This is an optimization exercise on Yosys and OpenROAD, whose aim is small area, not a production implementation.
Function was checked by simulation only, so behaviour that the tests miss may differ from the original.
Power and IR drop assume default switching activity.

[design/flow/design.v]
`timescale 1ns/100ps
module cmd_server(
    input               SYS_CLK,
    input               SYS_RST,
    input               PULSE_2KHZ,
    input       [31:0]  OPB_DI,
    output      [31:0]  OPB_DO,
    output      [31:0]  OPB_ADDR,
    output              OPB_RE,
    output              OPB_WE,
    output              UART_TXD,
    input               UART_RXD
);
    reg  [4:0]  c_lo;
    reg  [4:0]  c_hi;
    wire        lo_end  = &c_lo;
    wire        hi_last = c_hi[4] & c_hi[3] & c_hi[1];      
    wire        bit_end = lo_end & hi_last;
    always @(posedge SYS_CLK or posedge SYS_RST) begin
        if (SYS_RST) begin
            c_lo <= 5'd0;
            c_hi <= 5'd0;
        end else begin
            c_lo <= c_lo + 5'd1;
            if (lo_end)
                c_hi <= hi_last ? 5'd0 : c_hi + 5'd1;
        end
    end
    reg         pulse_q;
    always @(posedge SYS_CLK)
        pulse_q <= PULSE_2KHZ;
    wire        tick = PULSE_2KHZ & ~pulse_q;
    reg  [3:0]  rx_ph;
    reg  [3:0]  rx_byte;
    reg         rx_sel;
    reg         typ;             
    reg         bad;
    reg  [7:0]  tcnt;
    wire        rx_idle  = (rx_ph == 4'd14);
    wire        rx_data  = ~rx_ph[3];
    wire        win      = rx_sel ? (c_hi == 5'd0) : (c_hi == 5'd13);
    wire        win_end  = win & lo_end;
    wire        in_hdr   = (rx_byte == 4'd15);
    wire        in_tail  = (rx_byte == 4'd8);
    wire [7:0]  HDR      = 8'h5A;
    wire        mism     = (rx_ph[2:0] == 3'd0) ? (in_tail & (UART_RXD == typ))
                                                : (UART_RXD ^ HDR[rx_ph[2:0]] ^ in_tail);
    wire        bad_now  = bad | ((in_hdr | in_tail) & mism);
    wire        byte_end = win_end & (rx_ph == 4'd7);
    wire        tmo      = tcnt[7] & tcnt[6] & tcnt[3];     
    wire        fire     = byte_end & in_tail & ~bad_now;
    always @(posedge SYS_CLK or posedge SYS_RST) begin
        if (SYS_RST) begin
            rx_ph   <= 4'd14;
            rx_byte <= 4'd15;
        end else begin
            if (rx_idle) begin
                if (!UART_RXD)
                    rx_ph <= 4'd15;
            end else if (win_end) begin
                rx_ph <= (rx_ph == 4'd8) ? 4'd14 : rx_ph + 4'd1;
            end
            if (tmo)
                rx_byte <= 4'd15;
            else if (byte_end) begin
                if (in_hdr)
                    rx_byte <= bad_now ? 4'd14 : 4'd0;
                else if (in_tail)
                    rx_byte <= 4'd15;
                else if (rx_byte != 4'd14)
                    rx_byte <= rx_byte + 4'd1;
            end
        end
    end
    always @(posedge SYS_CLK) begin
        if (rx_idle && !UART_RXD)
            rx_sel <= (c_hi >= 5'd7) && (c_hi <= 5'd20);
        if (win_end) begin
            if (rx_ph == 4'd15)
                bad <= 1'b0;
            else if (rx_data)
                bad <= bad_now;
            if (in_hdr && rx_ph == 4'd0)
                typ <= UART_RXD;
        end
        if (in_hdr)
            tcnt <= 8'd0;
        else if (tick)
            tcnt <= tcnt + 8'd1;
    end
    assign OPB_WE = fire & ~typ;
    assign OPB_RE = fire & typ;
    reg         re_d;
    always @(posedge SYS_CLK)
        re_d <= OPB_RE;
    reg  [3:0]  tx_byte;
    reg  [3:0]  tx_ph;
    reg  [31:0] ra;
    reg  [31:0] rd;
    wire [4:0]  j   = in_hdr ? {tx_byte[1:0], tx_ph[2:0]} : {rx_byte[1:0], rx_ph[2:0]};
    wire        jm  = (c_lo == j);
    wire        wr  = win & jm & rx_data & ~rx_byte[3];
    wire [31:0] a_out;
    wire [31:0] d_out;
    wire [31:0] di_ring;
    genvar g;
    generate
        for (g = 0; g < 32; g = g + 1) begin : map
            localparam integer JO = (62 - g) % 32;
            localparam integer JL = (32 - g) % 32;
            assign a_out[8 * (3 - JO / 8) + JO % 8]   = ra[g];
            assign d_out[8 * (3 - JO / 8) + JO % 8]   = rd[g];
            assign di_ring[g] = OPB_DI[8 * (3 - JL / 8) + JL % 8];
        end
    endgenerate
    assign OPB_ADDR = a_out;
    assign OPB_DO   = d_out;
    always @(posedge SYS_CLK) begin
        ra <= {ra[30:0], (wr & ~rx_byte[2]) ? UART_RXD : ra[31]};
        rd <= {rd[30:0], (wr & rx_byte[2]) ? (UART_RXD & ~typ) : rd[31]} | (di_ring & {32{re_d}});
    end
    reg  [8:0]  pcnt;
    reg         ping_mode;
    reg         ping_pend;
    reg         ans_pend;
    wire        ping_due = tick & ping_mode & (pcnt[7:0] == 8'd249);
    always @(posedge SYS_CLK or posedge SYS_RST) begin
        if (SYS_RST) begin
            pcnt      <= 9'd0;
            ping_mode <= 1'b1;
        end else begin
            if (tick)
                pcnt <= (pcnt == 9'd499) ? 9'd0 : pcnt + 9'd1;
            if (fire)
                ping_mode <= 1'b0;
        end
    end
    reg         src_ping;
    reg         txd;
    reg         pf;
    wire        tx_idle = (tx_byte == 4'd9);
    wire [2:0]  k       = tx_ph[2:0];
    wire        eff_typ = typ & ~src_ping;
    wire [7:0]  TAIL    = 8'hA5;
    reg  [7:0]  ping_b;
    always @(*) begin
        case (tx_byte[2:0])
            3'd0:    ping_b = 8'hAA;
            3'd1:    ping_b = 8'hBB;
            3'd2:    ping_b = 8'hCC;
            3'd3:    ping_b = 8'hDD;
            3'd4:    ping_b = 8'h11;
            3'd5:    ping_b = 8'h22;
            3'd6:    ping_b = 8'h33;
            default: ping_b = 8'h44;
        endcase
    end
    wire        dbit = (tx_byte == 4'd15) ? (HDR[k] | ((k == 3'd0) & eff_typ)) :
                       (tx_byte == 4'd8)  ? (TAIL[k] & ~((k == 3'd0) & eff_typ)) :
                       src_ping           ? ping_b[k] : pf;
    wire        nbit = (tx_ph == 4'd15) ? 1'b0 : tx_ph[3] ? 1'b1 : dbit;
    always @(posedge SYS_CLK)
        if (jm)
            pf <= tx_byte[2] ? rd[31] : ra[31];
    always @(posedge SYS_CLK or posedge SYS_RST) begin
        if (SYS_RST) begin
            tx_byte   <= 4'd9;
            tx_ph     <= 4'd15;
            txd       <= 1'b1;
            ping_pend <= 1'b0;
            ans_pend  <= 1'b0;
        end else begin
            if (ping_due)
                ping_pend <= 1'b1;
            if (fire)
                ans_pend <= 1'b1;
            if (bit_end) begin
                if (tx_idle) begin
                    if (ping_pend || ans_pend) begin
                        tx_byte <= 4'd15;
                        if (ping_pend)
                            ping_pend <= 1'b0;
                        else
                            ans_pend <= 1'b0;
                    end
                end else begin
                    txd <= nbit;
                    if (tx_ph == 4'd8) begin
                        tx_ph   <= 4'd15;
                        tx_byte <= (tx_byte == 4'd8) ? 4'd9 : tx_byte + 4'd1;
                    end else begin
                        tx_ph <= tx_ph + 4'd1;
                    end
                end
            end
        end
    end
    always @(posedge SYS_CLK)
        if (bit_end && tx_idle && (ping_pend || ans_pend))
            src_ping <= ping_pend;
    assign UART_TXD = txd;
endmodule
[design/flow/flow/run.sh]
#!/bin/bash
# Own layout flow: the standard flow (standard.sh, unchanged synthesis), with
# - port buffers of the smallest buffer cell (buf_1) instead of the default pick;
# - a clock tree of clkbuf_4 buffers without dummy loads.
# Each tool's full output is in the ORFS logs under orfs/logs; make's own output in flow_make.log.
set -euo pipefail
bash standard.sh \
  "BUFFER_PORTS_ARGS=-buffer_cell sky130_fd_sc_hd__buf_1" \
  "CTS_ARGS=-sink_clustering_enable -sink_clustering_size 40 -sink_clustering_max_diameter 300 -sink_clustering_levels 1 -repair_clock_nets -buf_list sky130_fd_sc_hd__clkbuf_8 -dont_use_dummy_load" \
  finish > flow_make.log 2>&1
[design/flow/config.mk]
export PLATFORM = sky130hd
export DESIGN_NAME = cmd_server
export DESIGN_NICKNAME = cmd_server
export VERILOG_FILES = /design/flow/design.v
export SDC_FILE = /design/flow/constraint.sdc
export NUM_CORES = 4
export LEC_CHECK = 0
export CAP_MARGIN = 20
export CORE_MARGIN = 2
export CORE_UTILIZATION = 60
export SLEW_MARGIN = 20
[design/flow/standard.sh]
#!/bin/bash
# synth_recipe.tcl (not shown) runs the flow's synth.tcl, then flattens the netlist and writes it again
# the make line also repeats each setting of config.mk as NAME=value (left out here)
make -C /OpenROAD-flow-scripts/flow DESIGN_CONFIG=/design/flow/config.mk WORK_HOME=/design/flow/orfs CLKGATE_MAP_FILE= SYNTH_SCRIPT=/design/flow/synth_recipe.tcl "${@:-finish}"
[design/flow/constraint.sdc]
create_clock -name core_clock -period 10.0 [get_ports {SYS_CLK}]
set_input_delay 2.0000 -clock core_clock [delete_from_list [all_inputs] [get_ports {SYS_CLK}]]
set_output_delay 2.0000 -clock core_clock [all_outputs]
set_load 0.01 [all_outputs]
==> results of run 1 <==
per-stage QoR:
| step | utilization | instances | hold slack, ns |
|---|---|---|---|
| 2_1_floorplan | - | 462 | 0.3817 |
| 3_3_place_gp | 0.6786 | 651 | 0.3333 |
| 3_5_place_dp | 0.6786 | 651 | 0.3351 |
| 4_1_cts | 0.7088 | 668 | 0.3370 |
| 5_1_grt | 0.7089 | 668 | 0.3419 |
| 6_report | 0.7089 | 668 | 0.3360 |
Yosys cell counts (all sizes together), types with 13 or more instances:
master	count
a21o	32
ha	23
nor2	36
dfxtp	74
nand3	13
a21oi	20
dfrtp	24
inv	23
nand2	28
o21ai	22
dfstp	15
worst max-delay path, cell delays in order:
cell	delay [ns]
sky130_fd_sc_hd__buf_1	0.27
sky130_fd_sc_hd__xnor2_1	0.11
sky130_fd_sc_hd__o21a_1	0.17
sky130_fd_sc_hd__o21ai_0	0.40
sky130_fd_sc_hd__a21oi_1	0.23
sky130_fd_sc_hd__nor3_1	0.23
sky130_fd_sc_hd__buf_1	0.18
path summary, 6_finish.rpt:
kind | start | slack, ns | to
worst max-delay path | UART_RXD | 4.40 | OPB_RE
worst min-delay path | ra[29] | 0.34 | ra[30]
worst min register to register | ra[29] | 0.34 | ra[30]
max in group asynchronous | SYS_RST | 7.64 | rx_ph[2]
worst max register to register | c_lo[1] | 7.29 | rx_byte[3]
min in group asynchronous | SYS_RST | 1.58 | tx_byte[2]
kinds of logic after synthesis:
family | count (synthesis) | share of synthesized area
and+or+nand+nor | 141 | 0.1514
DFF | 118 | 0.5442
AOI/OAI and AO/OA | 110 | 0.1517
buffers and inverters | 39 | 0.03293
adders and majority gates | 23 | 0.05963
xor gates and xnor gates | 21 | 0.03811
muxes | 10 | 0.02204
layout make-up:
class | count | area share
clock buffer | 17 | 0.04249
inverter | 23 | 0.01568
multi-input combinational | 305 | 0.3706
sequential | 118 | 0.4772
tap | 102 | 0.02318
timing repair buffer | 103 | 0.07089
routing by layer:
metal / track usage / up-vias / share of wire
met3: 0.06661 / 15 / 0.052
li1: - / 1832 / -
met2: 0.3583 / 110 / 0.47
met1: 0.2945 / 1752 / 0.46
met4: 0.08092 / 0 / 0.013
met5: 0 / - / 0
power groups by stage:
stage | Clock, mW | Combinational [mW] | Sequential (mW)
2_1_floorplan | 0 | 0.0384 | 0.535
3_3_place_gp | 0 | 0.0572 | 0.536
3_5_place_dp | 0 | 0.0608 | 0.537
4_1_cts | 0.305 | 0.0611 | 0.528
5_1_grt | 0.324 | 0.0684 | 0.533
6_report | 0.297 | 0.0600 | 0.529
state kept, by name (all words and copies together), names as in the netlist, 4 cells and up:
name and flops:
ra 32, rd 32, pcnt 9, tcnt 8
c_hi 5, c_lo 5, rx_byte 4, rx_ph 4
tx_byte 4, tx_ph 4
==> flow_results.org, run 1 <==
** Power and ir drop
- The share of total power dissipated in sequential elements is 0.597.
- Internal power comes to 680.2 uW.
- Psw :: 205.9 uW
- Pleak :: 2.385 nW
- Relative contribution of combinational cells to total power :: 0.068
- Power spread over the standard cell area amounts to 160.9 mW/mm^2.
- Worst vdd ir :: 0.0001398 V
- Of the total power, the share spent switching nets is 0.2324.
- Overall power consumption after layout is estimated at 886.2 uW.
- The share of total power dissipated in the clock network is 0.336.

** Logic synthesis
- Of the synthesized area, sequential elements account for 0.5442.
- Of all flip-flops after synthesis, the portion carrying an async set or reset was 0.3305.
- For this run, the leading register cell type out of synthesis is sky130_fd_sc_hd__dfxtp_1.
- Summed over all instances, the cell type with the most area after synthesis is sky130_fd_sc_hd__dfxtp_1.
- Synthesis warning total :: 1
- Post-synthesis cell area :: 0.004826 sq mm
- Flip-flop and latch count after synthesis :: 118
- Of the post-synthesis cell area, the dominant cell type holds 0.3070.
- Distinct cell type count of the synthesized netlist :: 57
- Counting every net in the synthesized netlist gives 521.
- Synth top area cells :: sky130_fd_sc_hd__dfxtp_1 31%, sky130_fd_sc_hd__dfrtp_1 12%, sky130_fd_sc_hd__dfstp_2 8.2%
- In this run, synthesis inferred 5 flip-flops with an integrated enable.
- After technology mapping, the gate count stands at 462.
- A synthesized cell averages 10.45 sq um.

** Drt
- Detailed routing inserted a total of 3709 vias.
- Via-to-Cell Ratio :: 5.552
- In the final routed layout, each cell accounts on average for 14.41 um.
- The count of nets left with antenna violations once routing finished came out at 0.
- Pre-antenna DRT Iters :: 5
- After detailed routing, the total wire length is 9626 um.
- Drc violations :: 0
- Number of DRC markers in iteration 0 :: 218

** Placed design
- Post-DP HPWL :: 6946 um
- During placement, the flow inserted port buffers numbering 102.
- Worst slack after detailed placement :: 4.443 ns
- Placement-stage cell area :: 0.005271 sq mm
- Routability-driven placement finished with a final weighted congestion of 0.9159.

** Floorplanning
- Width of the chip :: 93.69 um
- Site row count :: 32
- IO Count :: 103
- Core area :: 0.007767 sq mm
- The die covers 0.008777 sq mm.
- Measured along the y axis, the die boundary spans 93.69 um.
- Initial cell density of the core :: 0.6213

** Global routing
- GRT Util Overall :: 0.2257
- Maximum number of pins on one net before global-route repair :: 34
- The number of antenna violations at the first check in global routing was 0.
- Global routing finished with a remaining overflow of 0.
- Global-route wire length before repair :: 15450 um
- Vias in the first global route :: 3388

** Timing
- Setup repair after global routing left no endpoint under its margin.
- Across the routed clock network, the largest skew measured is 0.02418 ns.
- Maximum operating frequency :: 0.1786 GHz
- Post-Route Setup TNS :: 0 ns
- Final period util :: 0.5600
- The number of pins exceeding their max-slew limit in the final report was 0.
- Counting I/O delays and the setup requirement, the final critical path takes 5.600 ns.
- Final worst slack :: 4.400 ns
- Measured against its own limit, the worst slew margin works out to 0.3734.
- At the pin with the least slew margin, the transition time is 0.9327 ns.
- Setup violations remaining at the end of the flow were counted as 0.
- The number of endpoints with negative hold slack in the final report came to 0.

** Worst hold path
- The worst hold path belongs to the class flop to flop.
- The worst hold path was traced through 0 stages.

** Cells and area
- Leaving out fill and tap cells, the most frequent cell in the layout is sky130_fd_sc_hd__buf_1.
- In the final layout, flip-flops and latches occupy 0.002628 sq mm.
- Area of all placed cells without fillers :: 0.005507 sq mm
- Layout cells sized above 1 :: 0.08481
- The top cell types in the final layout, fill and taps aside, are 102 x sky130_fd_sc_hd__buf_1, 73 x sky130_fd_sc_hd__dfxtp_1, 36 x sky130_fd_sc_hd__nor2_1, 32 x sky130_fd_sc_hd__a21o_1, 28 x sky130_fd_sc_hd__nand2_1.
- 0 antenna diodes ended up in the layout.
- Area Growth Syn to Fin :: 14.10%
- In the final layout, the multi-input gates occupy 0.002041 sq mm.
- The layout has 613 filler cells.
- Number of nets at the end of the flow :: 627

** Clock network
- Counting along the longest clock path gives a buffer depth of 2.
- In this run the number of H-tree levels came out at 4.
- Clock-pin slew was measured on the worst setup and hold paths at 0.06 ns.
- In this run the post-CTS setup repair buffer count came out at 0.
- Clock latency on the worst-skew pair, taken at its later pin, is 0.41 ns.
- TritonCTS created 17 clock buffers.
- Number of buffers inserted by hold repair at cts :: 0
- After clock tree synthesis, the repair step resized 0 gates.
- TritonCTS built the clock tree.
- CTS placed an instance of sky130_fd_sc_hd__clkbuf_8 at the clock tree root.
- The clock net in this run drives a total of 118 sinks.

** Run status
- Result of the run :: timing/DRC/antenna clean

** Setup path
- The worst setup path is launched from a primary input.
- The worst setup path is captured at an output pin.
- Data on the critical path arrives at its endpoint at 3.60 ns.
- Counting cells, the worst reg-to-reg path comes to 7.
- Required time of the critical path :: 8.00 ns
- Worst Path Max Fanout :: 7
- Worst Setup Path Type :: primary input to output pin

** Job
- Max capacitance violation total :: 0
==> inputs of run 2 (changes only) <==
--- a/design/flow/design.v
+++ b/design/flow/design.v
@@ -36,8 +36,8 @@
     reg         typ;             
     reg         bad;
-    reg  [7:0]  tcnt;
+    reg  [7:0]  tcnt;            
     wire        rx_idle  = (rx_ph == 4'd14);
     wire        rx_data  = ~rx_ph[3];
-    wire        win      = rx_sel ? (c_hi == 5'd0) : (c_hi == 5'd13);
+    wire        win      = (c_hi[3:0] == 4'd5) & (c_hi[4] ^ rx_sel);    
     wire        win_end  = win & lo_end;
     wire        in_hdr   = (rx_byte == 4'd15);
@@ -48,5 +48,5 @@
     wire        bad_now  = bad | ((in_hdr | in_tail) & mism);
     wire        byte_end = win_end & (rx_ph == 4'd7);
-    wire        tmo      = tcnt[7] & tcnt[6] & tcnt[3];     
+    wire        tmo      = (tcnt == 8'd11);     
     wire        fire     = byte_end & in_tail & ~bad_now;
     always @(posedge SYS_CLK or posedge SYS_RST) begin
@@ -75,5 +75,5 @@
     always @(posedge SYS_CLK) begin
         if (rx_idle && !UART_RXD)
-            rx_sel <= (c_hi >= 5'd7) && (c_hi <= 5'd20);
+            rx_sel <= c_hi[4];
         if (win_end) begin
             if (rx_ph == 4'd15)
@@ -87,5 +87,5 @@
             tcnt <= 8'd0;
         else if (tick)
-            tcnt <= tcnt + 8'd1;
+            tcnt <= {tcnt[6:0], ~(tcnt[7] ^ tcnt[5] ^ tcnt[4] ^ tcnt[3])};
     end
     assign OPB_WE = fire & ~typ;
@@ -124,12 +124,13 @@
     reg         ping_pend;
     reg         ans_pend;
-    wire        ping_due = tick & ping_mode & (pcnt[7:0] == 8'd249);
-    always @(posedge SYS_CLK or posedge SYS_RST) begin
-        if (SYS_RST) begin
-            pcnt      <= 9'd0;
+    wire        ptrig    = (pcnt == 9'd33);
+    wire        ping_due = tick & ping_mode & ptrig;
+    always @(posedge SYS_CLK or posedge SYS_RST) begin
+        if (SYS_RST) begin
+            pcnt      <= 9'd358;
             ping_mode <= 1'b1;
         end else begin
             if (tick)
-                pcnt <= (pcnt == 9'd499) ? 9'd0 : pcnt + 9'd1;
+                pcnt <= ptrig ? 9'd0 : {pcnt[7:0], ~(pcnt[8] ^ pcnt[4])};
             if (fire)
                 ping_mode <= 1'b0;
--- a/design/flow/flow/run.sh
+++ b/design/flow/flow/run.sh
@@ -7,4 +7,4 @@
 bash standard.sh \
   "BUFFER_PORTS_ARGS=-buffer_cell sky130_fd_sc_hd__buf_1" \
-  "CTS_ARGS=-sink_clustering_enable -sink_clustering_size 40 -sink_clustering_max_diameter 300 -sink_clustering_levels 1 -repair_clock_nets -buf_list sky130_fd_sc_hd__clkbuf_8 -dont_use_dummy_load" \
+  "CTS_ARGS=-sink_clustering_enable -repair_clock_nets -buf_list sky130_fd_sc_hd__clkbuf_4 -dont_use_dummy_load" \
   finish > flow_make.log 2>&1
--- a/design/flow/config.mk
+++ b/design/flow/config.mk
@@ -8,4 +8,4 @@
 export CAP_MARGIN = 20
 export CORE_MARGIN = 2
-export CORE_UTILIZATION = 60
+export CORE_UTILIZATION = 70
 export SLEW_MARGIN = 20
==> flow_results.org, run 2 <==
** Placed design
- The placer's final routability congestion estimate came to 0.9096 (-0.69%).
- The worst slack at placement was 4.233 ns (-0.2098 ns).
- Post-DP HPWL :: 6930 um (-0.22%)
- Port Buffer Count :: 102 (unchanged)

** Logic synthesis
- For this run, the leading register cell type out of synthesis is sky130_fd_sc_hd__dfxtp_1.
- The number of flops mapped to enable cells by yosys was 5 (unchanged).
- The post-synthesis net count came to 491 (-5.8%).
- The number of synthesized register bits came to 118 (unchanged).
- Synthesis warning total :: 1 (unchanged)
- The number of cells produced by synthesis came to 436 (-5.6%).
- Register area share after synthesis :: 0.5713 (+0.02707)
- After synthesis, the most frequently instantiated cells are 74 x sky130_fd_sc_hd__dfxtp_1, 61 x sky130_fd_sc_hd__nand2_1, 32 x sky130_fd_sc_hd__a21o_1.
- Post-synthesis cell area :: 0.004608 sq mm (-4.5%)
- The synthesized design spends more area on one cell type than any other, namely sky130_fd_sc_hd__dfxtp_1.
- After synthesis, the cell types taking the most area are sky130_fd_sc_hd__dfxtp_1 32%, sky130_fd_sc_hd__dfstp_2 11%, sky130_fd_sc_hd__dfrtp_1 10%.
- In the post-synthesis netlist, the cell with the most instances is sky130_fd_sc_hd__dfxtp_1.
- The mean instance size in the synthesized netlist was 10.57 sq um (+1.2%).
- The number of different library cells in the post-synthesis netlist was 54 (-5.3%).
- The fraction of post-synthesis cell area in the top cell type by area came to 0.3215 (+0.01450).
- Asr flop ratio synth :: 0.3305 (unchanged)

** Clock network
- Count of buffers added by post-CTS timing repair for setup :: 0 (unchanged)
- Number of buffers inserted by hold repair at cts :: 0 (unchanged)
- Count of H-tree levels built during CTS :: 4 (unchanged)
- Gates resized, CTS repair :: 0 (unchanged)
- Clock Sink Count :: 118 (unchanged)
- Clock buffers created by TritonCTS :: 17 (unchanged)
- TritonCTS built the clock tree.
- Reg clk slew, reported paths :: 0.11 ns (+0.05 ns)
- Latest clock arrival within the worst-skew pair :: 0.50 ns (+0.09 ns)
- Cell at the root of the clock tree :: sky130_fd_sc_hd__clkbuf_4
- The number of buffers on the longest clock path was 2 (unchanged).

** Timing
- Pins Over Slew Limit :: 0 (unchanged)
- Worst-Margin Slew :: 0.9824 ns (+0.04969 ns)
- Final period util :: 0.5779 (+0.01799)
- Tmin final :: 5.779 ns (+0.1799 ns)
- Post-Route Setup TNS :: 0 ns (unchanged)
- Setup repair after global routing left no endpoint under its margin.
- The final critical-path setup slack is 4.221 ns (-0.1799 ns).
- The number of endpoints with negative hold slack in the final report came to 0 (unchanged).
- The largest clock skew in the final design is 0.04749 ns (+0.02331 ns).
- The remaining max-slew budget at the tightest pin was 0.3437 (-0.02969).
- The final count of negative-setup-slack endpoints was 0 (unchanged).
- Maximum operating frequency :: 0.1730 GHz (-3.1%)

** Power and ir drop
- Sequential power share :: 0.631 (+0.034)
- Relative contribution of combinational cells to total power :: 0.114 (+0.046)
- Worst vdd ir :: 0.0001951 V (+39%)
- The switching component of the power is 208.5 uW (+1.3%).
- Total design power :: 833.3 uW (-6.0%)
- Power per Cell Area :: 161.6 mW/mm^2 (+0.40%)
- Net Sw Frac :: 0.2502 (+0.01783)
- Clock network fraction of total power :: 0.255 (-0.081)
- Internal Dissipation :: 624.8 uW (-8.1%)
- The leakage power was 2.303 nW (-3.5%).

** Setup path
- The worst setup path is launched from a primary input.
- Required time of the critical path :: 8.00 ns (about the same)
- Worst Setup Path Type :: primary input to output pin
- The length in cells of the worst reg-to-reg path is 7 (unchanged).
- The worst setup path is captured at an output pin.
- Worst Path Max Fanout :: 8 (+1)
- Slack of the worst reg-to-reg path :: 7.16 ns (-0.13 ns)
- Arr. time, crit path :: 3.78 ns (+0.18 ns)

** Floorplanning
- The number of core rows was 29 (-9.4%).
- Area of the die :: 0.007248 sq mm (-17%)
- The die width was 85.14 um (-9.1%).
- Die Y-Extent :: 85.14 um (-9.1%)
- Core area :: 0.006350 sq mm (-18%)
- IO Count :: 103 (unchanged)
- Initial cell density of the core :: 0.7257 (+0.1044)

** Drt
- The DRC violation count after routing came to 0 (unchanged).
- Via-to-Cell Ratio :: 5.756 (+3.7%)
- The total detailed-routing wirelength was 9451 um (-1.8%).
- Number of DRC markers in iteration 0 :: 188 (-14%)
- The total iterations of the first detailed-routing run was 5 (unchanged).
- The average wire length per cell after detail routing was 15.29 um (+6.1%).
- Routed via count :: 3557 (-4.1%)
- Number of routed nets with antenna violations :: 0 (unchanged)

** Global routing
- Vias in the first global route :: 3582 (+5.7%)
- The overall track demand over capacity in global routing was 0.2792 (+0.05352).
- Met2 demand-to-capacity share in global routing :: 0.4737 (+0.1154)
- The met1 routing resource usage after global routing was 0.3173 (+0.02281).
- The total congestion overflow came to 0 (unchanged).
- The met3 track demand over resource came to 0.1060 (+0.03942).
- The number of antenna violations at the first check in global routing is 0 (unchanged).
- The first-pass GRT wire length is 15770 um (+2.1%).
- Most used routing layer in global routing :: met2
- Maximum number of pins on one net before global-route repair :: 34 (unchanged)

** Run status
- Result of the run :: timing/DRC/antenna clean

** Cells and area
- The final cell utilization of the core came to 0.8122 (+0.1033).
- Most common cell after layout, fill and taps aside :: sky130_fd_sc_hd__buf_1
- Number of nets at the end of the flow :: 598 (-4.6%)
- Antenna fix cells :: 0 (unchanged)
- Most frequent cells in the layout :: 102 x sky130_fd_sc_hd__buf_1, 73 x sky130_fd_sc_hd__dfxtp_1, 61 x sky130_fd_sc_hd__nand2_1, 32 x sky130_fd_sc_hd__a21o_1
- Number of fill cells in the layout :: 415 (-32%)
- Layout cells sized above 1 :: 0.08688 (+0.002071)
- In the final layout, the registers with the most flip-flops are ra x32, rd x32, pcnt x9.
- The area growth from synthesis to layout is 11.92%.

** Worst hold path
- The worst hold path belongs to the class flop to flop.
- Worst hold path cell count :: 0 (unchanged)

** Job
- Max capacitance violation total :: 0 (unchanged)
run 2: routing by layer:
layer	part of all wire	wire length, um
met3	0.064	607
met4	0.020	186
met2	0.51	4775
met5	0	0
met1	0.41	3882
run 2: final timing paths:
path,start,to
setup / recovery,UART_RXD,OPB_RE
hold / removal,ra[0],ra[1]
setup reg to reg,rx_byte[1],rd[0]
hold reg to reg,ra[0],ra[1]
max in group asynchronous,SYS_RST,ping_mode
min in group asynchronous,SYS_RST,pcnt[0]
run 2: cells by family (layout without fill, tap and decap cells):
logic type               count (synthesis)  in the layout  synth area share
flip-flops                             118            118            0.5713
multiplexers                            12             12           0.02688
AO/OA/AOI/OAI                          102            102            0.1483
adder cells (fa/ha/maj)                 19             19           0.05159
buffers and inverters                   32            137           0.02824
XOR/XNOR                                17             17           0.03394
AND/OR/NAND/NOR                        136            136            0.1398
run 2: through the flow:
step                      hold slack (ns)  cell area, sq um  std cells
after floorplan                    0.3817              4608        436
after global placement             0.3321              5029        601
after detailed placement           0.3371              5029        601
after CTS                          0.3272              5156        618
after global routing               0.3417              5157        618
final                              0.3357              5157        618
run 2: final cells by class:
type | instances | area [sq um] | area share
Sequential cell | 118 | 2634 | 0.5107
Multi-Input combinational cell | 286 | 1846 | 0.3578
Timing Repair Buffer | 103 | 390.4 | 0.07569
Clock buffer | 17 | 127.6 | 0.02475
Tap cell | 77 | 96.34 | 0.01868
Inverter | 17 | 63.81 | 0.01237
run 2: worst max-delay path, stage by stage:
cell	delay (ns)
sky130_fd_sc_hd__buf_1	0.29
sky130_fd_sc_hd__xnor2_1	0.11
sky130_fd_sc_hd__o21a_1	0.17
sky130_fd_sc_hd__o21ai_0	0.39
sky130_fd_sc_hd__nand2_1	0.12
sky130_fd_sc_hd__a211o_1	0.37
sky130_fd_sc_hd__nor2_1	0.16
sky130_fd_sc_hd__buf_1	0.17
run 2: power by group through the flow:
stage	sequential (mW)	combinational, mW	clock, mW
floorplan	0.534	0.0699	0
global placement	0.534	0.0917	0
detailed placement	0.534	0.0954	0
CTS	0.525	0.0960	0.219
global route	0.529	0.108	0.239
finish	0.526	0.0953	0.212
==> inputs of run 3 (changes only) <==
--- a/design/flow/design.v
+++ b/design/flow/design.v
@@ -37,10 +37,10 @@
     reg         bad;
     reg  [7:0]  tcnt;            
-    wire        rx_idle  = (rx_ph == 4'd14);
+    wire        rx_idle  = rx_ph[3] & rx_ph[2] & ~rx_ph[0];     
     wire        rx_data  = ~rx_ph[3];
     wire        win      = (c_hi[3:0] == 4'd5) & (c_hi[4] ^ rx_sel);    
     wire        win_end  = win & lo_end;
-    wire        in_hdr   = (rx_byte == 4'd15);
-    wire        in_tail  = (rx_byte == 4'd8);
+    wire        in_hdr   = rx_byte[3] & rx_byte[0];        
+    wire        in_tail  = rx_byte[3] & ~rx_byte[1];       
     wire [7:0]  HDR      = 8'h5A;
     wire        mism     = (rx_ph[2:0] == 3'd0) ? (in_tail & (UART_RXD == typ))
@@ -59,5 +59,5 @@
                     rx_ph <= 4'd15;
             end else if (win_end) begin
-                rx_ph <= (rx_ph == 4'd8) ? 4'd14 : rx_ph + 4'd1;
+                rx_ph <= (rx_ph[3] & ~rx_ph[2]) ? 4'd14 : rx_ph + 4'd1;    
             end
             if (tmo)
@@ -68,5 +68,5 @@
                 else if (in_tail)
                     rx_byte <= 4'd15;
-                else if (rx_byte != 4'd14)
+                else if (!rx_byte[3])
                     rx_byte <= rx_byte + 4'd1;
             end
@@ -77,5 +77,5 @@
             rx_sel <= c_hi[4];
         if (win_end) begin
-            if (rx_ph == 4'd15)
+            if (rx_ph[3] & rx_ph[0])         
                 bad <= 1'b0;
             else if (rx_data)
@@ -137,10 +137,9 @@
         end
     end
-    reg         src_ping;
     reg         txd;
     reg         pf;
-    wire        tx_idle = (tx_byte == 4'd9);
+    wire        tx_idle = tx_byte[3] & ~tx_byte[2] & tx_byte[0];    
     wire [2:0]  k       = tx_ph[2:0];
-    wire        eff_typ = typ & ~src_ping;
+    wire        eff_typ = typ & ~ping_pend;
     wire [7:0]  TAIL    = 8'hA5;
     reg  [7:0]  ping_b;
@@ -157,8 +156,7 @@
         endcase
     end
-    wire        dbit = (tx_byte == 4'd15) ? (HDR[k] | ((k == 3'd0) & eff_typ)) :
-                       (tx_byte == 4'd8)  ? (TAIL[k] & ~((k == 3'd0) & eff_typ)) :
-                       src_ping           ? ping_b[k] : pf;
-    wire        nbit = (tx_ph == 4'd15) ? 1'b0 : tx_ph[3] ? 1'b1 : dbit;
+    wire        hbit = (k == 3'd0) ? eff_typ : (k[0] ^ k[2]);
+    wire        dbit = tx_byte[3] ? (hbit ^ ~tx_byte[0]) : ping_pend ? ping_b[k] : pf;
+    wire        nbit = tx_ph[3] ? ~tx_ph[0] : dbit;      
     always @(posedge SYS_CLK)
         if (jm)
@@ -180,14 +178,14 @@
                     if (ping_pend || ans_pend) begin
                         tx_byte <= 4'd15;
-                        if (ping_pend)
-                            ping_pend <= 1'b0;
-                        else
+                        if (!ping_pend)
                             ans_pend <= 1'b0;
                     end
                 end else begin
                     txd <= nbit;
-                    if (tx_ph == 4'd8) begin
+                    if (tx_ph[3] & ~tx_ph[0]) begin
                         tx_ph   <= 4'd15;
-                        tx_byte <= (tx_byte == 4'd8) ? 4'd9 : tx_byte + 4'd1;
+                        tx_byte <= tx_byte + 4'd1;      
+                        if (tx_byte[3] & ~tx_byte[0])
+                            ping_pend <= 1'b0;
                     end else begin
                         tx_ph <= tx_ph + 4'd1;
@@ -197,7 +195,4 @@
         end
     end
-    always @(posedge SYS_CLK)
-        if (bit_end && tx_idle && (ping_pend || ans_pend))
-            src_ping <= ping_pend;
     assign UART_TXD = txd;
 endmodule
==> flow_results.org, run 3 <==
** Logic synthesis
- Most frequently used cell type in the post-synthesis netlist :: sky130_fd_sc_hd__dfxtp_1
- By count the netlist is led by 74 x sky130_fd_sc_hd__dfxtp_1, 59 x sky130_fd_sc_hd__nand2_1, 32 x sky130_fd_sc_hd__a21o_1.
- By area the synthesized netlist is led by sky130_fd_sc_hd__dfxtp_1 33%, sky130_fd_sc_hd__dfstp_2 12%, sky130_fd_sc_hd__dfrtp_1 11%.
- Register area share after synthesis :: 0.5843 (+0.01300)
- The post-synthesis net count was 469 (-4.5%).
- Cell type with the highest aggregate area in the netlist :: sky130_fd_sc_hd__dfxtp_1
- Asr flop ratio synth :: 0.3333 (+0.002825)
- The cell area after technology mapping was 0.004454 sq mm (-3.3%).
- The mean instance size in the synthesized netlist is 10.68 sq um (+1.1%).
- The number of cells produced by synthesis came to 417 (-4.4%).
- Fraction of synthesized cell area taken by the top area cell type :: 0.3326 (+0.01111)
- The number of warning messages in the yosys log was 1 (unchanged).
- Distinct cell type count of the synthesized netlist :: 55 (+1.9%)
- In the synthesized netlist the dominant register cell turns out to be sky130_fd_sc_hd__dfxtp_1.
- Number of flops mapped to enable cells by yosys :: 4 (-1)
- The number of synthesized register bits came to 117 (-0.85%).

** Global routing
- The number of antenna violations at the first check in global routing came to 0 (unchanged).
- Maximum number of pins on one net before global-route repair :: 40 (+18%)
- Global-route wire length before repair :: 14810 um (-6.1%)
- The total congestion overflow is 0 (unchanged).
- The number of global-route vias before repair came to 3320 (-7.3%).
- GRT Util Overall :: 0.2636 (-0.01563)

** Timing
- Post-Route Setup TNS :: 0 ns (unchanged)
- The worst-case hold slack is 0.3117 ns (-0.02392 ns).
- Final period util :: 0.5871 (+0.009120)
- Unrepaired setup endpoints after global routing :: false
- Final setup violating endpoints :: 0 (unchanged)
- Maximum clock skew at final layout :: 0.04626 ns (-0.001227 ns)
- Maximum operating frequency :: 0.1703 GHz (-1.6%)
- Pins Over Slew Limit :: 0 (unchanged)
- Max_slew headroom :: 0.3085 (-0.03522)
- The clock period minus worst slack came to 5.871 ns (+0.09120 ns).
- The actual transition at the worst max-transition pin came to 1.036 ns (+0.05344 ns).
- The number of endpoints with negative hold slack in the final report is 0 (unchanged).

** Setup path
- Slowest CP cell :: sky130_fd_sc_hd__or4_4
- Worst Setup Path Type :: primary input to output pin
- The data arrival time of the worst path is 3.87 ns (+0.09 ns).
- The most numerous cell type found on the critical path is sky130_fd_sc_hd__buf_1.
- Critical Path End Type :: output pin
- Required time of the critical path :: 8.00 ns (about the same)
- The startpoint identified for the worst register-to-register timing path is c_lo[1].
- Startpoint Class :: primary input
- First element of the critical path :: UART_RXD
- CP peak stage delay :: 0.54 ns (+0.15 ns)
- Worst Path Max Fanout :: 6 (-2)
- Traced cell by cell, the critical path runs through buf_1 -> inv_1 -> or4_1 -> o311ai_1 -> mux2i_1 -> or4_4 -> nor2_1 -> buf_1.

** Clock network
- The quantity of gates resized following cts came to 0 (unchanged).
- The clock slew at the register clock pins of the worst setup and hold paths was 0.11 ns (about the same).
- CTS tree :: yes
- Latest clock arrival within the worst-skew pair :: 0.49 ns (about the same)
- Cell at the root of the clock tree :: sky130_fd_sc_hd__clkbuf_4
- Number of buffers inserted by hold repair at cts :: 0 (unchanged)
- The number of buffers on the longest clock path is 2 (unchanged).
- Clock Sink Count :: 117 (-0.85%)
- Count of buffers added by post-CTS timing repair for setup :: 0 (unchanged)
- Count of H-tree levels built during CTS :: 4 (unchanged)
- The total clock buffers created by CTS was 17 (unchanged).

** Cells and area
- The library cells used most frequently in the layout, excluding fill and tap cells, are 102 x sky130_fd_sc_hd__buf_1, 74 x sky130_fd_sc_hd__dfxtp_1, 59 x sky130_fd_sc_hd__nand2_1, 32 x sky130_fd_sc_hd__a21o_1, 26 x sky130_fd_sc_hd__a21oi_1.
- The total inserted antenna cells is 0 (unchanged).
- Most common cell after layout, fill and taps aside :: sky130_fd_sc_hd__buf_1
- The number of fill cells in the layout is 410 (-1.2%).
- The number of nets in the layout is 575 (-3.8%).
- Area Growth Syn to Fin :: 12.16%
- The final cell utilization of the core is 0.8005 (-0.01170).
- Largest registers :: ra x32, rd x32, pcnt x9
- The fraction of final layout cells sized beyond drive strength 1 is 0.09213 (+0.005254).

** Floorplanning
- Site row count :: 29 (unchanged)
- Die Y-Extent :: 83.77 um (-1.6%)
- IO Count :: 103 (unchanged)
- The initial core utilization came to 0.7137 (-0.01200).
- The overall die area was 0.007017 sq mm (-3.2%).
- Core area :: 0.006241 sq mm (-1.7%)
- The die width is 83.77 um (-1.6%).

** Power and ir drop
- Relative contribution of combinational cells to total power :: 0.098 (-0.016)
- The sequential share of power is 0.642 (+0.011).
- Worst vdd ir :: 0.0001503 V (-23%)
- The switching component of the power was 195.7 uW (-6.2%).
- The switching portion of total power is 0.2428 (-0.007463).
- Pleak :: 2.205 nW (-4.2%)
- Internal Dissipation :: 610.4 uW (-2.3%)
- The clock share of power was 0.261 (+0.006).
- Power per Cell Area :: 161.3 mW/mm^2 (-0.15%)
- Total design power :: 806.1 uW (-3.3%)

** Placed design
- Port Buffer Count :: 102 (unchanged)
- The placer's final routability congestion estimate is 0.8869 (-2.5%).
- Post-DP HPWL :: 6410 um (-7.5%)

** Drt
- The DRC violation count after routing is 0 (unchanged).
- The total detailed-routing wirelength came to 8686 um (-8.1%).
- The average wire length per cell after detail routing came to 14.53 um (-5.0%).
- The total iterations of the first detailed-routing run was 5 (unchanged).
- The iteration-0 DRC count of the detailed router came to 156 (-17%).
- The number of nets with antenna violations after detailed routing was 0 (unchanged).
- The average via count per standard cell is 5.664 (-1.6%).
- The via total after detailed routing is 3387 (-4.8%).

** Worst hold path
- Hold crit path type :: flop to flop
- Worst Hold Launch :: ra[11]

** Run status
- The flow ran to the end and the layout has no timing, DRC or antenna violations.

** Job
- Max capacitance violation total :: 0 (unchanged)
-- run 3: cell types whose count changed in the layout (fill, tap and decap cells not counted), moves of 4 or more --
cell	previous run	this run
sky130_fd_sc_hd__a211oi_1	2	6
sky130_fd_sc_hd__a21oi_1	22	26
sky130_fd_sc_hd__mux2i_1	9	4
sky130_fd_sc_hd__nand3_1	10	6
sky130_fd_sc_hd__nor2_1	22	16
sky130_fd_sc_hd__o21ai_0	19	10
-- run 3: cells by family after synthesis --
| logic type | count (synthesis) | share of synthesized area |
|---|---|---|
| xor+xnor | 20 | 0.03933 |
| mux | 7 | 0.01657 |
| flops | 117 | 0.5843 |
| simple gates | 122 | 0.1315 |
| buf+inv | 36 | 0.03315 |
| compound gates | 99 | 0.1503 |
| fa+ha+maj | 16 | 0.04494 |
-- run 3: critical path, delay by kind of cell --
family | cells | cell delay (ns)
buffers and inverters | 3 | 0.50
AND/OR/NAND/NOR | 3 | 1.07
multiplexers | 1 | 0.18
AO/OA/AOI/OAI | 1 | 0.12
-- run 3: power groups by stage --
stage | Sequential [mW] | Clock (mW) | Combinational [mW]
after global routing | 0.521 | 0.235 | 0.0883
after floorplan | 0.521 | 0 | 0.0622
final | 0.517 | 0.210 | 0.0787
after CTS | 0.517 | 0.216 | 0.0787
after detailed placement | 0.526 | 0 | 0.0785
after global placement | 0.526 | 0 | 0.0758
-- run 3: final timing paths --
| check | end | slack, ns | depth (start not counted) |
|---|---|---|---|
| worst max-delay path | OPB_RE | 4.13 | 8 |
| worst min-delay path | ra[12] | 0.31 | 0 |
| worst max register to register | txd | 7.43 | 8 |
| worst min register to register | ra[12] | 0.31 | 0 |
| max in group asynchronous | ping_mode | 8.01 | 3 |
| min in group asynchronous | pcnt[4] | 1.59 | 3 |
-- run 3: through the flow --
| stage | cell area (sq um) | worst slack (ns) | cells |
|---|---|---|---|
| 3_5_place_dp | 4868 | 4.133 | 581 |
| 3_3_place_gp | 4868 | 4.200 | 581 |
| 4_1_cts | 4996 | 4.124 | 598 |
| 6_report | 4996 | 4.129 | 598 |
| 5_1_grt | 4996 | 3.960 | 598 |
| 2_1_floorplan | 4454 | 4.620 | 417 |
-- run 3: final cells by class --
| type | count | area (sq um) | share of cell area |
|---|---|---|---|
| Clock buffer | 17 | 127.6 | 0.02554 |
| Inverter | 20 | 75.07 | 0.01503 |
| Multi-Input combinational cell | 264 | 1704 | 0.3411 |
| Sequential cell | 117 | 2603 | 0.5209 |
| Tap cell | 77 | 96.34 | 0.01928 |
| Timing Repair Buffer | 103 | 390.4 | 0.07814 |
-- run 3: per-layer routing --
metal | GRT usage | part of all wire
met1 | 0.3273 | 0.42
met2 | 0.4444 | 0.51
met3 | 0.06627 | 0.061
met4 | 0.1026 | 0.013
met5 | 0 | 0
==> inputs of run 4 (changes only) <==
==> design/flow/flow/run.sh (replaced) <==
#!/bin/bash
# Own layout flow: the standard flow (standard.sh) with
# - synthesis: synth_recipe.tcl unchanged, but its abc technology mapping runs the area-oriented
#   script flow/area.abc (abc_wrap.tcl); registers are mapped before abc, so they are the same;
# - port buffers of the smallest buffer cell (buf_1) instead of the default pick;
# - a clock tree of clkbuf_4 buffers without dummy loads.
# Each tool's full output is in the ORFS logs under orfs/logs; make's own output in flow_make.log.
set -euo pipefail
cat flow/abc_wrap.tcl synth_recipe.tcl > area_synth.tcl
export AREA_ABC_SCRIPT="$PWD/flow/area.abc"
bash standard.sh \
  "SYNTH_SCRIPT=$PWD/area_synth.tcl" \
  "BUFFER_PORTS_ARGS=-buffer_cell sky130_fd_sc_hd__buf_1" \
  "CTS_ARGS=-sink_clustering_enable -repair_clock_nets -buf_list sky130_fd_sc_hd__clkbuf_4 -dont_use_dummy_load" \
  finish > flow_make.log 2>&1
==> design/flow/flow/abc_wrap.tcl (new file) <==
# Put before synth_recipe.tcl: the synthesis's technology mapping (abc) uses the area-oriented
# script flow/area.abc instead of ORFS's delay-oriented one. Everything else is the standard
# synthesis: the registers are mapped (dfflibmap) before abc, so they are the same.
proc abc {args} {
  set i [lsearch -exact $args -script]
  if { $i >= 0 } { lset args [expr { $i + 1 }] $::env(AREA_ABC_SCRIPT) }
  yosys abc {*}$args
}
==> design/flow/flow/area.abc (new file) <==
strash
dc2
dch -f
amap
topo
==> flow_results.org, run 4 <==
** Logic synthesis
- Count of mapped cells out of synthesis :: 397 (-4.8%)
- Asr flop ratio synth :: 0.3333 (unchanged)
- The cell area after technology mapping came to 0.004244 sq mm (-4.7%).
- Synthesis warning total :: 1 (unchanged)
- The number of synthesized register bits came to 117 (unchanged).
- Fraction of synthesized cell area taken by the top area cell type :: 0.3491 (+0.01647)
- Ranked by instance count, the synthesized netlist is headed by 74 x sky130_fd_sc_hd__dfxtp_1, 45 x sky130_fd_sc_hd__clkinv_1, 41 x sky130_fd_sc_hd__nor2_1.
- The largest total area in the synthesized netlist belongs to sky130_fd_sc_hd__dfxtp_1.
- Primary flip-flop cell chosen by synthesis mapping :: sky130_fd_sc_hd__dfxtp_1
- The proportion of synthesized chip area in sequential cells is 0.6132 (+0.02894).
- The number of flops mapped to enable cells by yosys was 4 (unchanged).
- Among all cell types in the netlist, the one instantiated most often is sky130_fd_sc_hd__dfxtp_1.
- The post-synthesis net count was 449 (-4.3%).
- Average cell area after synthesis :: 10.69 sq um (about the same)
- Synth top area cells :: sky130_fd_sc_hd__dfxtp_1 35%, sky130_fd_sc_hd__dfstp_2 12%, sky130_fd_sc_hd__dfrtp_1 11%
- Distinct cell type count of the synthesized netlist :: 41 (-25%)

** Power and ir drop
- Psw :: 207.7 uW (+6.2%)
- Power per Cell Area :: 168.9 mW/mm^2 (+4.7%)
- Sequential power share :: 0.636 (-0.006)
- Pleak :: 2.102 nW (-4.7%)
- Worst vdd ir :: 0.0001714 V (+14%)
- Relative contribution of combinational cells to total power :: 0.106 (+0.008)
- The clock share of power was 0.258 (-0.003).
- The switching portion of total power came to 0.2528 (+0.01009).
- The total internal power was 613.9 uW (+0.57%).

** Floorplanning
- The die span in y was 81.87 um (-2.3%).
- Core area :: 0.005886 sq mm (-5.7%)
- The number of core rows was 28 (-3.4%).
- The top-level I/O count was 103 (unchanged).
- The initial core utilization is 0.7211 (+0.007375).
- Area of the die :: 0.006702 sq mm (-4.5%)
- The die width came to 81.87 um (-2.3%).

** Setup path
- Slack of the worst reg-to-reg path :: 6.07 ns (-1.36 ns)
- Worst flop-to-flop path startpoint :: rx_byte[3]
- Among the stages of the critical path, the cell type that occurs most often is sky130_fd_sc_hd__buf_1.
- The slowest stage of the critical path belongs to the cell sky130_fd_sc_hd__a311oi_1.
- STA classifies the critical path endpoint as an output pin.
- Worst Path Max Fanout :: 4 (-2)
- The data required time of the critical path came to 8.00 ns (about the same).
- Reg-to-reg endpoint :: ra[0]
- The data arrival time of the worst path was 3.78 ns (-0.09 ns).
- Walking the worst path, the cells encountered are buf_1 -> clkinv_1 -> a221oi_1 -> nor4_1 -> a311oi_1 -> nand4_1 -> nor2_1 -> buf_1.
- The worst setup path is of the primary input to output pin kind.
- Startpoint Class :: primary input
- The highest cell delay on the worst timing path is 0.39 ns (-0.15 ns).
- Worst reg-to-reg path cell count :: 11 (+3)

** Clock network
- Gates resized, CTS repair :: 0 (unchanged)
- Number of buffers inserted by hold repair at cts :: 0 (unchanged)
- Deepest clock path buffer count :: 2 (unchanged)
- Clock buffers created by TritonCTS :: 17 (unchanged)
- Count of buffers added by post-CTS timing repair for setup :: 0 (unchanged)
- The number of sinks on the clock net came to 117 (unchanged).
- Reg clk slew, reported paths :: 0.11 ns (about the same)
- TritonCTS built the clock tree.
- The tree is rooted in a sky130_fd_sc_hd__clkbuf_4.
- The clock latency reported for the late side of the worst-skew pair is 0.50 ns (about the same).
- Count of H-tree levels built during CTS :: 4 (unchanged)

** Cells and area
- In the final layout, the registers with the most flip-flops are ra x32, rd x32, pcnt x9.
- The number of fill cells in the layout came to 386 (-5.9%).
- Layout cells sized above 1 :: 0.07529 (-0.01684)
- The area of the multi-input gates is 0.001473 sq mm (-14%).
- Number of nets at the end of the flow :: 572 (-0.52%)
- Most common cell after layout, fill and taps aside :: sky130_fd_sc_hd__buf_1
- The total inserted antenna cells came to 0 (unchanged).
- Most frequent cells in the layout :: 102 x sky130_fd_sc_hd__buf_1, 74 x sky130_fd_sc_hd__dfxtp_1, 45 x sky130_fd_sc_hd__clkinv_1, 41 x sky130_fd_sc_hd__nor2_1, 31 x sky130_fd_sc_hd__a21o_1
- Area of all placed cells without fillers :: 0.004863 sq mm (-2.7%)
- From synthesis to final layout, the design area changed by 14.59%.
- The area taken by flip-flops and latches was 0.002603 sq mm (unchanged).
- Post-route non-filler standard cell count :: 593 (-0.84%)

** Global routing
- Vias in the first global route :: 3134 (-5.6%)
- The total congestion overflow is 0 (unchanged).
- Antenna violations before repair :: 0 (unchanged)
- The largest net degree at the start of global routing was 33 (-18%).
- GRT Util Overall :: 0.2867 (+0.02304)
- The first-pass GRT wire length was 14170 um (-4.3%).

** Timing
- Worst-Margin Slew :: 1.035 ns (-0.0006041 ns)
- Post-Route Setup TNS :: 0 ns (unchanged)
- Unrepaired setup endpoints after global routing :: false
- Final worst slack :: 4.218 ns (+0.08859 ns)
- The final clock period utilization by the worst path was 0.5782 (-0.008859).
- The number of pins exceeding their max-slew limit in the final report is 0 (unchanged).
- Final setup violating endpoints :: 0 (unchanged)
- Max_slew headroom :: 0.3089 (+0.0004030)
- Hold Worst Slack :: 0.3167 ns (+0.004972 ns)
- Tmin final :: 5.782 ns (-0.08859 ns)
- The timing-limited maximum frequency is 0.1729 GHz (+1.5%).
- Final Hold Viols :: 0 (unchanged)
- Maximum clock skew at final layout :: 0.04911 ns (+0.002850 ns)

** Placed design
- The instance count after placement with tap cells included was 576 (-0.86%).
- The sum of net half-perimeters after detailed placement came to 6943 um (+8.3%).
- Routability congestion estimate :: 0.9148 (+3.1%)
- Worst slack after detailed placement :: 4.271 ns (+0.1373 ns)
- The count of port buffers added during placement was 102 (unchanged).
- The placed instance area came to 0.004736 sq mm (-2.7%).

** Drt
- Avg WL per Cell :: 15.53 um (+6.9%)
- Highest metal used :: met4
- The total detailed-routing wirelength came to 9209 um (+6.0%).
- The met1 wire length is 3595 um (-1.4%).
- The DRC violation count after routing came to 0 (unchanged).
- The via total after detailed routing is 3446 (+1.7%).
- The routed length on met3 is 574 um (+7.7%).
- The average via count per standard cell came to 5.811 (+2.6%).
- The total iterations of the first detailed-routing run is 4 (-1).
- Number of DRC markers in iteration 0 :: 180 (+15%)
- Met2 layer wire length in the routed design :: 4850 um (+10%)
- Number of routed nets with antenna violations :: 0 (unchanged)

** Worst hold path
- The cell depth of the worst min-delay path came to 0 (unchanged).
- For hold timing, the worst endpoint is ra[23].
- Hold crit path type :: flop to flop
- Worst Hold Launch :: ra[22]

** Run status
- Result of the run :: timing/DRC/antenna clean

** Job
- The count of max-cap constraint violations was 0 (unchanged).
==> run 4: how the worst max path moves through the flow <==
| stage | from | end | cells after the start |
|---|---|---|---|
| after floorplan | UART_RXD | OPB_RE | 6 |
| after global placement | UART_RXD | OPB_RE | 8 |
| after detailed placement | UART_RXD | OPB_RE | 8 |
| after CTS | UART_RXD | OPB_RE | 8 |
| after global routing | UART_RXD | OPB_RE | 8 |
| final | UART_RXD | OPB_RE | 8 |
==> run 4: cell families after synthesis <==
family | after synthesis | share of synthesized area
adders and majority gates | 16 | 0.04717
and+or+nand+nor | 92 | 0.09817
DFF | 117 | 0.6132
AOI/OAI and AO/OA | 127 | 0.2017
buffers and inverters | 45 | 0.03980
==> run 4: power by group through the flow <==
stage	Clock (mW)	Combinational, mW	Sequential, mW
6_report	0.212	0.0867	0.523
5_1_grt	0.236	0.0971	0.526
4_1_cts	0.216	0.0859	0.522
3_5_place_dp	0	0.0858	0.530
3_3_place_gp	0	0.0796	0.528
2_1_floorplan	0	0.0626	0.524
==> run 4: layer usage <==
layer / vias to the layer above / track usage
li1: 1671 / -
met1: 1609 / 0.3287
met2: 147 / 0.4902
met3: 19 / 0.09341
met4: 0 / 0.1233
met5: - / 0
==> run 4: metrics by stage <==
step                        util  power (mW)
after floorplan                -      0.5864
final                     0.8263      0.8216
after global placement    0.8046      0.6076
after global routing      0.8263      0.8585
after detailed placement  0.8046      0.6161
after CTS                 0.8263      0.8231
==> run 4: final cells by class <==
| class | instances | area share |
|---|---|---|
| Multi-Input combinational cell | 235 | 0.3028 |
| Inverter | 45 | 0.03473 |
| Timing Repair Buffer | 104 | 0.08181 |
| Clock buffer | 17 | 0.02624 |
| Tap cell | 75 | 0.01930 |
| Sequential cell | 117 | 0.5351 |
==> run 4: worst max-delay path: cells and delay by family <==
| family | cells | cell delay (ns) |
|---|---|---|
| AOI/OAI and AO/OA | 2 | 0.74 |
| buffers and inverters | 3 | 0.46 |
| and+or+nand+nor | 3 | 0.57 |
==> inputs of run 5 (changes only) <==
--- a/design/flow/flow/run.sh
+++ b/design/flow/flow/run.sh
@@ -2,5 +2,7 @@
 # Own layout flow: the standard flow (standard.sh) with
 # - synthesis: synth_recipe.tcl unchanged, but its abc technology mapping runs the area-oriented
-#   script flow/area.abc (abc_wrap.tcl); registers are mapped before abc, so they are the same;
+#   script flow/area.abc (abc_wrap.tcl), and adders are left to abc instead of being mapped to
+#   half/full adder cells first (ADDER_MAP_FILE empty); registers are mapped before abc and
+#   are the same as the standard synthesis's;
 # - port buffers of the smallest buffer cell (buf_1) instead of the default pick;
 # - a clock tree of clkbuf_4 buffers without dummy loads.
@@ -11,4 +13,5 @@
 bash standard.sh \
   "SYNTH_SCRIPT=$PWD/area_synth.tcl" \
+  "ADDER_MAP_FILE=" \
   "BUFFER_PORTS_ARGS=-buffer_cell sky130_fd_sc_hd__buf_1" \
   "CTS_ARGS=-sink_clustering_enable -repair_clock_nets -buf_list sky130_fd_sc_hd__clkbuf_4 -dont_use_dummy_load" \
==> design/flow/flow/area.abc (replaced) <==
&get -n
&st
&deepsyn -T 30
&put
dch -f
amap
topo
==> flow_results.org, run 5 <==
** Logic synthesis
- Cell type with the highest aggregate area in the netlist :: sky130_fd_sc_hd__dfxtp_1
- Flip-flop and latch count after synthesis :: 117 (unchanged)
- Synth top area cells :: sky130_fd_sc_hd__dfxtp_1 37%, sky130_fd_sc_hd__dfstp_2 13%, sky130_fd_sc_hd__dfrtp_1 12%
- The post-synthesis net count came to 405 (-9.8%).
- Fraction of synthesized cell area taken by the top area cell type :: 0.3742 (+0.02515)
- The cell area after technology mapping was 0.003959 sq mm (-6.7%).
- The post-synthesis compound-gate area fraction was 0.1963 (-0.005380).
- The number of warning messages in the yosys log came to 1 (unchanged).
- The mean instance size in the synthesized netlist was 10.73 sq um (+0.36%).
- Register area share after synthesis :: 0.6574 (+0.04419)
- The number of flops mapped to enable cells by yosys was 4 (unchanged).
- The async set-reset flop share out of synthesis came to 0.3333 (unchanged).
- Combinational family with the most area after synthesis :: compound AO/OA/AOI/OAI gates
- Multiplexer share of the synthesized area :: 0 (unchanged)
- Leading cell types by count after synthesis :: 74 x sky130_fd_sc_hd__dfxtp_1, 50 x sky130_fd_sc_hd__clkinv_1, 46 x sky130_fd_sc_hd__nor2_1
- The arithmetic-cell share of the synthesized area counting full adders, half adders and majority gates came to 0 (-0.04717).
- Most frequently used cell type in the post-synthesis netlist :: sky130_fd_sc_hd__dfxtp_1
- Distinct cell type count of the synthesized netlist :: 39 (-4.9%)
- For this run, the leading register cell type out of synthesis is sky130_fd_sc_hd__dfxtp_1.
- Simple-gate area share of the yosys netlist :: 0.09450 (-0.003672)
- Count of mapped cells out of synthesis :: 369 (-7.1%)
- Synth Area in XOR/XNOR :: 0.004425 (+0.004425)

** Global routing
- Global-route wire length before repair :: 13770 um (-2.8%)
- Met2 demand-to-capacity share in global routing :: 0.5144 (+0.02416)
- The overall track demand over capacity in global routing is 0.2935 (+0.006862).
- GR met1 Demand/Resource :: 0.3153 (-0.01343)
- GR Overflow Total :: 0 (unchanged)
- The number of antenna violations at the first check in global routing is 0 (unchanged).
- The global routing stage identified its most utilized layer as met2.
- Maximum number of pins on one net before global-route repair :: 40 (+21%)
- Global routing met3 resource utilization :: 0.1045 (+0.01114)
- Vias in the first global route :: 3188 (+1.7%)

** Setup path
- The critical path is of the flop to output pin type.
- The critical path goes through clkinv_1 -> nor2_1 -> clkinv_1 -> nor2_1 -> clkinv_1 -> nor2_1 -> clkinv_1 -> or3_1 -> nor2_1 -> nand2_1 -> nor2_1 -> nand2_1 -> nor4b_1 -> clkinv_1 -> nor2_1 -> buf_1.
- Critical Path End Type :: output pin
- Startpoint Class :: flop
- Arr. time, crit path :: 3.85 ns (+0.07 ns)
- The highest cell delay on the worst timing path was 0.59 ns (+0.20 ns).
- Count of buffer and inverter cells on the critical path :: 6 (+3)
- Grouping stages by cell kind, the critical path spends the most delay in simple AND/OR/NAND/NOR gates.
- Worst flop-to-flop path startpoint :: rx_byte[3]
- Worst Path Max Fanout :: 5 (+1)
- Required time of the critical path :: 8.00 ns (about the same)
- Cell with the most instances on the worst path :: sky130_fd_sc_hd__nor2_1
- The slowest stage of the critical path is the sky130_fd_sc_hd__nor4b_1 cell.
- In this run the worst setup path begins at c_lo[0].

** Power and ir drop
- The sequential share of power came to 0.638 (+0.002).
- Net Sw Frac :: 0.2454 (-0.007457)
- The peak supply drop is 0.0001427 V (-17%).
- Psw :: 194.9 uW (-6.2%)
- The total internal power is 599.4 uW (-2.4%).
- Total design power :: 794.3 uW (-3.3%)
- Relative contribution of combinational cells to total power :: 0.094 (-0.012)
- The leakage power is 1.977 nW (-6.0%).
- Clock network fraction of total power :: 0.268 (+0.010)
- The ratio of total power to cell area is 173.9 mW/mm^2 (+2.9%).

** Worst hold path
- The path class of the tightest hold or removal check is flop to flop.
- Worst Hold Launch :: ra[12]

** Cells and area
- The top cell types in the final layout, fill and taps aside, are 102 x sky130_fd_sc_hd__buf_1, 74 x sky130_fd_sc_hd__dfxtp_1, 50 x sky130_fd_sc_hd__clkinv_1, 46 x sky130_fd_sc_hd__nor2_1, 31 x sky130_fd_sc_hd__a21o_1.
- Area of all placed cells without fillers :: 0.004567 sq mm (-6.1%)
- Area Growth Syn to Fin :: 15.36%
- Number of nets at the end of the flow :: 527 (-7.9%)
- The library cell used most frequently in the layout, excluding fill and tap cells, is sky130_fd_sc_hd__buf_1.
- The fraction of final layout cells sized beyond drive strength 1 is 0.07771 (+0.002420).
- The total inserted antenna cells was 0 (unchanged).
- Largest registers :: ra x32, rd x32, pcnt x9
- Post-layout utilization of the core :: 0.8345 (+0.008158)

** Clock network
- Clock Sink Count :: 117 (unchanged)
- Latest clock arrival within the worst-skew pair :: 0.51 ns (about the same)
- Count of buffers added by post-CTS timing repair for setup :: 0 (unchanged)
- Count of H-tree levels built during CTS :: 4 (unchanged)
- Clock buffers created by TritonCTS :: 17 (unchanged)
- The number of hold-repair buffers added at the cts stage is 0 (unchanged).
- Gates resized, CTS repair :: 0 (unchanged)
- The tree is rooted in a sky130_fd_sc_hd__clkbuf_4.
- The number of buffers on the longest clock path was 2 (unchanged).
- CTS tree :: yes
- The clock slew at the register clock pins of the worst setup and hold paths is 0.11 ns (about the same).

** Timing
- Post-Route Setup TNS :: 0 ns (unchanged)
- Final worst slack :: 4.147 ns (-0.07135 ns)
- The remaining max-slew budget at the tightest pin is 0.2890 (-0.01989).
- The final count of negative-setup-slack endpoints was 0 (unchanged).
- The clock period minus worst slack came to 5.853 ns (+0.07135 ns).
- Unrepaired setup endpoints after global routing :: false
- The timing-limited maximum frequency came to 0.1708 GHz (-1.2%).
- The final clock period utilization by the worst path is 0.5853 (+0.007135).
- Pins Over Slew Limit :: 0 (unchanged)
- Worst-Margin Slew :: 1.065 ns (+0.02979 ns)
- Final Hold Viols :: 0 (unchanged)
- Maximum clock skew at final layout :: 0.03086 ns (-0.01825 ns)

** Drt
- The average via count per standard cell came to 5.663 (-2.5%).
- Number of DRC markers in iteration 0 :: 205 (+14%)
- Routed via count :: 3177 (-7.8%)
- The average wire length per cell after detail routing came to 15.32 um (-1.4%).
- The number of nets with antenna violations after detailed routing is 0 (unchanged).
- Drc violations :: 0 (unchanged)
- The total detailed-routing wirelength is 8593 um (-6.7%).
- Pre-antenna DRT Iters :: 5 (+1)

** Placed design
- The count of port buffers added during placement was 102 (unchanged).
- Placement-stage cell area :: 0.004439 sq mm (-6.3%)
- Routability congestion estimate :: 0.9052 (-1.0%)
- Worst slack after detailed placement :: 4.452 ns (+0.1812 ns)
- Post-DP HPWL :: 6480 um (-6.7%)

** Floorplanning
- Area of the die :: 0.006273 sq mm (-6.4%)
- Initial cell density of the core :: 0.7234 (+0.002277)
- Die Y-Extent :: 79.20 um (-3.3%)
- IO Count :: 103 (unchanged)
- The core area is 0.005473 sq mm (-7.0%).
- Site row count :: 27 (-3.6%)
- The die width came to 79.20 um (-3.3%).

** Run status
- The flow ran to the end and the layout has no timing, DRC or antenna violations.

** Job
- Max capacitance violation total :: 0 (unchanged)
## run 5: cell types whose count changed in the layout (fill, tap and decap cells not counted), sizes merged, moves of 4 or more
cell / before / now
nor3: 9 / 2
o22ai: 9 / 16
clkinv: 45 / 50
nor2: 41 / 46
o22a: 1 / 6
o221a: 4 / 0
ha: 16 / 0
nor4: 7 / 2
or3: 1 / 5
a21oi: 24 / 18
o21ai: 26 / 15
## run 5: cells by family (layout without fill, tap and decap cells)
group                  after synthesis  count (layout)
flip-flops                         117             117
AO/OA/AOI/OAI                      115             115
AND/OR/NAND/NOR                     85              85
buffers and inverters               50             170
XOR/XNOR                             2               2
## run 5: metrics by stage
stage,cells,hold slack [ns]
after floorplan,369,0.3817
after global placement,544,0.3323
after detailed placement,544,0.3347
after CTS,561,0.3305
after global routing,561,0.3297
final,561,0.3226
## run 5: worst paths after layout
| check | end | depth (start not counted) | slack [ns] |
|---|---|---|---|
| min reg2reg | ra[13] | 0 | 0.32 |
| max in group asynchronous | rx_byte[1] | 3 | 8.03 |
| max | OPB_RE | 16 | 4.15 |
| min in group asynchronous | pcnt[7] | 3 | 1.60 |
| min | ra[13] | 0 | 0.32 |
| max reg2reg | ra[0] | 11 | 6.54 |
## run 5: area by class of cell
type                    count  area, sq um
fillers                   324        905.9
multi-input cells         202         1169
well taps                  72        90.09
clock buffers              17        127.6
inverters                  50        187.7
repair buffers            103        390.4
flip-flops and latches    117         2603
## run 5: metal layers
metal  vias to the layer above  wire length, um
li1                       1523                -
met1                      1501             3278
met2                       128             4511
met3                        25              587
met4                         0              216
met5                         -                0
## run 5: power groups by stage
stage	registers [mW]	logic, mW	clock network [mW]
after floorplan	0.512	0.0513	0
after global placement	0.515	0.0679	0
after detailed placement	0.517	0.0739	0
after CTS	0.506	0.0745	0.217
after global routing	0.509	0.0814	0.235
final	0.507	0.0745	0.213

[separate check: timing with driven ports]
The results above use ideal ports. As a check the final layouts listed here were re-extracted and re-timed, cells and wires unchanged.
Step 1: set_driving_cell puts a clkbuf_16 on SYS_CLK and a buf_2 on each other input, an assumption about the parent block.
Step 2, shift: input delay + t, output delay - t, t = (earliest + latest rising clock arrival at the registers) / 2. This alone moves slack from input paths to output paths.
Slacks: ideal ports / drivers / drivers and shift; pairs: ideal ports / drivers.
run | t, ns | setup slack, ns | worst setup path at the end | worst data-port slew with drivers (ns)
run 1 | 0.432 | 4.400 / 4.364 / 4.364 | input to output | 0.04
run 2 | 0.506 | 4.221 / 4.184 / 4.184 | input to output | 0.04
run 3 | 0.493 | 4.129 / 4.091 / 4.091 | input to output | 0.04
run 4 | 0.507 | 4.218 / 4.193 / 4.193 | input to output | 0.04
run 5 | 0.516 | 4.147 / 4.117 / 4.388 | input to output | 0.04
After both steps every run listed still meets setup and hold. The setup slack of run 3, which loses most, moves by -0.038 ns with the drivers and by -0.038 ns with both steps.
